What follows belongs to an exercise in optimizing a design on an open flow for a short achievable clock period and few clock cycles; a production flow would make more cautious choices.
At most, simulation tests tie the RTL to the original design; equivalence was not proved.
No activity file was given, so power comes from the tool's default toggle rates.

exp/raven:
==> flow/design.v (excerpt) <==
module cpu (
    input  logic       CLOCK
  , input  logic       RESET
  , input  logic [7:0] read_bus
  , output logic [3:0] ctrl_bus
  , output logic [7:0] addr_bus
  , output logic [7:0] write_bus
  , output logic [7:0] OUT
);
  localparam int U_NB0 = 0, U_NB1 = 1, U_NB2 = 2, U_JMP = 3, U_JCC = 4, U_ADD = 5,
                 U_CMP = 6, U_PUSH = 7, U_POP = 8, U_ALU = 9, U_Z = 10, U_HLT = 11,
                 U_R1 = 12, U_R2 = 13, U_W = 14, U_WIMM = 15, U_DSTA = 16, U_DSTSP = 17,
                 U_YA = 18, U_YSP = 19, U_YIMM = 20, U_XA = 21, U_XSP = 22, U_R1S0 = 23,
                 U_R1S1 = 24, U_R2S0 = 25, U_R2S1 = 26, U_HSB = 27, U_W_ = 28;
  function automatic logic [U_W_-1:0] pdec(input logic [7:0] o);
    logic mac, add, cmp, push, pop, jmp, jcc, nop, hlt, hs, hd;
    logic [2:0] sm, dm;
    logic [U_W_-1:0] u;
    mac  = ~(o[7] & o[6]);
    add  = o[7:6] == 2'b01;
    cmp  = o[7:6] == 2'b10;
    push = o[7:3] == 5'b11000;
    pop  = o[7:3] == 5'b11001;
    jmp  = o == 8'b11010000;
    jcc  = o[7:4] == 4'b1110;
    nop  = o == 8'b11111110;
    hlt  = o[7:6] == 2'b11 & ~(push | pop | jmp | jcc | nop);
    sm   = o[2:0];
    dm   = pop ? o[2:0] : o[5:3];
    hs   = (mac | push) & sm[1];
    hd   = (mac | pop) & (dm[1:0] == 2'b10);
    u = '0;
    u[U_NB2]   = hs & hd;
    u[U_NB1]   = jmp | jcc | hs | hd;
    u[U_NB0]   = 1'b0;
    u[U_JMP]   = jmp;
    u[U_JCC]   = jcc;
    u[U_ADD]   = add;
    u[U_CMP]   = cmp;
    u[U_PUSH]  = push;
    u[U_POP]   = pop;
    u[U_ALU]   = mac | push | pop;
    u[U_Z]     = jmp | jcc | nop | hlt;
    u[U_HLT]   = hlt;
    u[U_R1]    = ((mac | push) & (sm[1:0] == 2'b01 | sm[1:0] == 2'b10)) | pop;
  ...
make LEC_CHECK=0 CAP_MARGIN=20 CORE_MARGIN=2 CORE_UTILIZATION=55 SETUP_SLACK_MARGIN=2.5 SLEW_MARGIN=20 finish   # period 4.0 ns
run.sh (not shown) runs the stock make flow with config.mk's settings and CLKGATE_MAP_FILE= SYNTH_SCRIPT=/design/flow/synth_recipe.tcl, a recipe that flattens the netlist after the stock synthesis.
Testbench counts of exp/raven, summed over its fixed seeds: cycles 23,184.
diff inputs: exp/raven => exp/zinc
Settings: SETUP_SLACK_MARGIN: 2.5 -> 2.75; CORE_UTILIZATION: 55 -> 40.
## What came out
exp/zinc ended up with met4 as its topmost layer with routed signal wires; exp/raven ended up with met5.
[compare] base=exp/raven new=exp/zinc: design area rose by about 0.8%; part of the power in the clock network climbed 0.9 points; sum of routed wire length over all layers went down about 9%; number of buffers other than clock buffers in the final layout decreased by 5 relative to the old numbers; post-route clock period utilization moved up.
exp/zinc closes out successfully: all stages finished, all timing, DRC and antenna checks passed.
[compare] base=exp/raven new=exp/zinc: distinct cell type count after synthesis saw little to no change; total vias in the final route lower; number of placed instances with taps included now larger.
On exp/zinc: utilization is 23 points lower than what exp/raven gave.
Between exp/zinc and exp/raven, the sequential share of layout area figures differ only marginally.
Input-level comparison between exp/cedar and exp/zinc:
Settings: swapping 2.75 for 2.5 in SETUP_SLACK_MARGIN.
### Flow results
Re sequential share of layout area: exp/cedar is 1.1 points up on exp/zinc.
exp/cedar and exp/zinc ended up with nearly the same top-level port count.
The initial antenna violation count of exp/cedar falls short of that of exp/zinc by 1.
Between exp/cedar and exp/zinc, it is exp/cedar whose count of cell instances traversed by the critical path is higher, by 2.
The clock insertion delay at the later pin of the skew report reported for exp/cedar is smaller than that of exp/zinc by 20 ps.
Summary of exp/cedar over exp/zinc: power density normalized to cell area about even, cell area after placement fell by 1.2%, cell area saw a decrease.
Startpoint of the most critical setup path = sp[0]: exp/cedar; startpoint of the most critical setup path = a[0]: exp/zinc
Input changes introduced in exp/maple (baseline for comparison: exp/cedar):
Settings: a change of CORE_UTILIZATION from 40 to 30.
Notes after the runs:
- Final setup slack of the worst path deteriorates in exp/maple relative to exp/cedar.
- Across both runs, post-synthesis to final-layout area growth was higher for exp/maple than for exp/cedar.
- Clock share of power is higher on exp/cedar
- Taking exp/cedar as the reference point, the CTS buffer count of exp/maple falls by 2.
- Comparing exp/cedar and exp/maple, the lower worst slew slack as a fraction of its limit is on exp/maple.
- exp/maple has completed all stages; timing, DRC and antenna checks passed.
- exp/maple vs exp/cedar — part of the total power dissipated in sequential elements dropped 1.7 points.
- The lower cell area after layout came out of exp/cedar.
Relative to exp/maple, the following input files were edited for exp/amber:
Settings: SETUP_SLACK_MARGIN changed from 2.5 to 2.0; CORE_UTILIZATION changed from 30 to 40.
==> comparison <==
exp/amber: all stages complete, timing, DRC and antenna checks passed
exp/maple → exp/amber: register area essentially unchanged; actual slew at the worst max-slew pin higher.
[exp/amber vs exp/maple] sequential portion of the cell area: higher in exp/amber
Diff exp/maple -> exp/amber: switching power total moved down, sequential power went down, critical path depth moved up.
Row cell area after layout: exp/amber lower / exp/maple higher
Input changes introduced in exp/quartz (baseline for comparison: exp/amber):
Settings: putting GPL_TIMING_DRIVEN at 1 where nothing was set; swapping 2.0 for 2.5 in SETUP_SLACK_MARGIN.
Findings:
- exp/quartz -> exp/amber: starting utilization of the core area delta 0, exact match
- Diff exp/amber and exp/quartz: non-clock buffering overhead in the final layout higher in exp/quartz
- exp/quartz vs. exp/amber: net load switching power picked up an extra 12%, synthesis-to-finish area growth moved up.
- Going from exp/amber to exp/quartz, number of vias after detailed routing up 6.7%; final instance count without filler cells up 115.

* * *

cpu, a different RTL version from the one above (not shown whole).
For scale: roughly 360 flip-flops, ~38 I/O pins, about 19000 um2 of cells after synthesis.
clock: 4.0 ns
lec_check: 0
cap_margin: 20
core_margin: 2
core_utilization: 40
setup_slack_margin: 2.5
slew_margin: 20
Rerun with:
--- a/flow/config.mk
+++ b/flow/config.mk
@@ -10,3 +10,3 @@
 export CORE_UTILIZATION = 40
-export SETUP_SLACK_MARGIN = 2.5
+export SETUP_SLACK_MARGIN = 2.0
 export SLEW_MARGIN = 20
Total power shrinks slightly. Routed wire length shrinks by roughly a tenth. Fmax shrinks slightly. Cell area shrinks by a little under a tenth. Worst setup slack is worse by 0.041 ns. Clock-buffer cell count grows by 6. Critical path depth does not change. Synthesized cell count is unchanged. Non-clock buffer count shrinks by 119.
Rerun with:
--- a/flow/config.mk
+++ b/flow/config.mk
@@ -10,3 +10,3 @@
 export CORE_UTILIZATION = 40
-export SETUP_SLACK_MARGIN = 2.0
+export SETUP_SLACK_MARGIN = 3.0
 export SLEW_MARGIN = 20
After rerunning:
- The new run ran to the end with no violations
- cell area came out higher by about a fifth
- maximum frequency is about the same
- utilization is higher by 11 points
- hold slack gets better by 0.0041 ns
- sequential power is higher slightly
- combinational power is higher by well over a third
- clock-buffer cell count climbs by 2
- routed wire length is higher by about a fifth
- total power increases by roughly a tenth
No run of this note included a check of the RTL's function; only the layout flow was run.

* * *

cpu, a different RTL version from the one above (not shown whole).
For scale: about 1800 cells after synthesis, about 270 flip-flops, ~38 I/O pins, roughly 16000 µm² of cells after synthesis.
==> flow/design.v (excerpt) <==
module cpu (
    input  logic       CLOCK
  , input  logic       RESET
  , input  logic [7:0] read_bus
  , output logic [3:0] ctrl_bus
  , output logic [7:0] addr_bus
  , output logic [7:0] write_bus
  , output logic [7:0] OUT
);
Settings: LEC_CHECK=0, CAP_MARGIN=20, CORE_MARGIN=2, CORE_UTILIZATION=40, SETUP_SLACK_MARGIN=1.5, SLEW_MARGIN=20; clock period 4.0 ns.
Testbench counts at the start, summed over its fixed seeds: cycles 22,212.
Edit:
- SETUP_SLACK_MARGIN: 1.5 -> unset
What happened: Worst setup slack loses 0.59 ns; global-route usage went down by 0.97 points; total power falls by 12%; routed wire length shrinks by 6.3%.
Edit:
- ABC_CLOCK_PERIOD_IN_PS: unset -> 1500
- GPL_TIMING_DRIVEN: unset -> 1
The changed run finished clean.
Clock power is about the same.
Wire length is unchanged.
Register-to-register slack barely changes.
Die area stays the same.
Fmax does not change.
Power is unchanged.
Design area does not change.
Clock skew stays the same.
Core utilization does not change.
Worst setup slack does not change.

* * *

## run 1
cpu with an RTL version that a note above also has.
Size: about 2500 cells after synthesis, ~360 flip-flops, ~38 I/O pins, roughly 19000 um^2 of cells after synthesis.
// cpu
module cpu (
    input  logic       CLOCK
  , input  logic       RESET
  , input  logic [7:0] read_bus
  , output logic [3:0] ctrl_bus
  , output logic [7:0] addr_bus
  , output logic [7:0] write_bus
  , output logic [7:0] OUT
);
clock: 4.0 ns
lec_check: 0
cap_margin: 20
core_margin: 2
core_utilization: 45
setup_slack_margin: 2.5
slew_margin: 20
tns_end_percent: 100
Testbench counts of run 1, summed over its fixed seeds: cycles 23,184.
The inputs of run 2 differ from those of run 1 as listed below.
# run 1
export LEC_CHECK = 0
export CAP_MARGIN = 20
export CORE_MARGIN = 2
export CORE_UTILIZATION = 45
export SETUP_SLACK_MARGIN = 2.5
export SLEW_MARGIN = 20
export TNS_END_PERCENT = 100
create_clock -name core_clock -period 4.0 [get_ports {CLOCK}]
# run 2
export LEC_CHECK = 0
export CAP_MARGIN = 20
export CORE_MARGIN = 2
export CORE_UTILIZATION = 40
export SETUP_SLACK_MARGIN = 2.25
export SLEW_MARGIN = 20
create_clock -name core_clock -period 4.0 [get_ports {CLOCK}]
==> comparison <==
- Relative to run 1, top achievable clock speed increased by about 2% in run 2.
- The post-placement cell area of run 1 and that of run 2 are within noise of each other.
- The lower switching share of total power came out of run 2.
- Die width (run 2 / run 1): 1.06
- Taking run 1 as the reference, in run 2 detailed-routed wire length on met3 fell about 50%; combinational cell power fell by about 30%.

## what the ideal ports hide
The flow's constraints put no driver on any port. The routed layouts listed below were extracted and timed again, unchanged, in two steps.
Step 1 sets driving cells, clkbuf_16 on the clock port and buf_2 on the other inputs (assumed; they add their load-dependent delay and slew).
Step 2 adds t to the input delays and takes it off the output delays; t is the mean of the earliest and latest rising clock arrival at the registers after step 1. Input paths then give back, and output paths get back, about the clock's delay inside the block.
a / b / c = no drivers / after step 1 / after step 2; a / b = the first two.
run | t, ns | setup slack, ns | hold WS [ns] | worst register clock-pin slew, ns | worst slew at a driven data input, ns
exp/raven | 0.661 | 1.365 / 1.365 / 1.088 | 0.461 / 0.461 / 0.461 | 0.08 / 0.08 | 0.09
exp/zinc | 0.645 | 1.342 / 1.342 / 1.150 | 0.450 / 0.450 / 0.450 | 0.08 / 0.08 | 0.15
exp/cedar | 0.628 | 1.392 / 1.392 / 1.084 | 0.453 / 0.453 / 0.453 | 0.06 / 0.06 | 0.11
exp/maple | 0.639 | 1.025 / 1.025 / 1.025 | 0.459 / 0.459 / 0.459 | 0.07 / 0.07 | 0.06
exp/amber | 0.635 | 1.304 / 1.304 / 1.075 | 0.454 / 0.454 / 0.454 | 0.06 / 0.06 | 0.05
exp/quartz | 0.628 | 1.392 / 1.392 / 1.084 | 0.453 / 0.453 / 0.453 | 0.06 / 0.06 | 0.11
the first run of note 2 | 0.629 | 1.249 / 1.249 / 1.062 | 0.456 / 0.456 / 0.456 | 0.06 / 0.06 | 0.06
the second run of note 2 | 0.632 | 1.208 / 1.208 / 0.902 | 0.453 / 0.453 / 0.453 | 0.07 / 0.07 | 0.03
the third run of note 2 | 0.633 | 1.209 / 1.209 / 1.084 | 0.457 / 0.457 / 0.457 | 0.07 / 0.07 | 0.19
the first run of note 3 | 0.637 | 0.913 / 0.913 / 0.345 | 0.455 / 0.455 / 0.455 | 0.06 / 0.06 | 0.04
the second run of note 3 | 0.627 | 0.322 / 0.353 / -0.273 | 0.460 / 0.460 / 0.460 | 0.07 / 0.07 | 0.06
the third run of note 3 | 0.627 | 0.322 / 0.353 / -0.273 | 0.460 / 0.460 / 0.460 | 0.07 / 0.07 | 0.06
run 1 | 0.644 | 1.381 / 1.381 / 1.134 | 0.463 / 0.463 / 0.463 | 0.07 / 0.07 | 0.06
run 2 | 0.629 | 1.433 / 1.433 / 1.040 | 0.451 / 0.451 / 0.451 | 0.06 / 0.06 | 0.06
Met with ideal ports but missed after step 2: setup timing in the second run of note 3 and the third run of note 3.
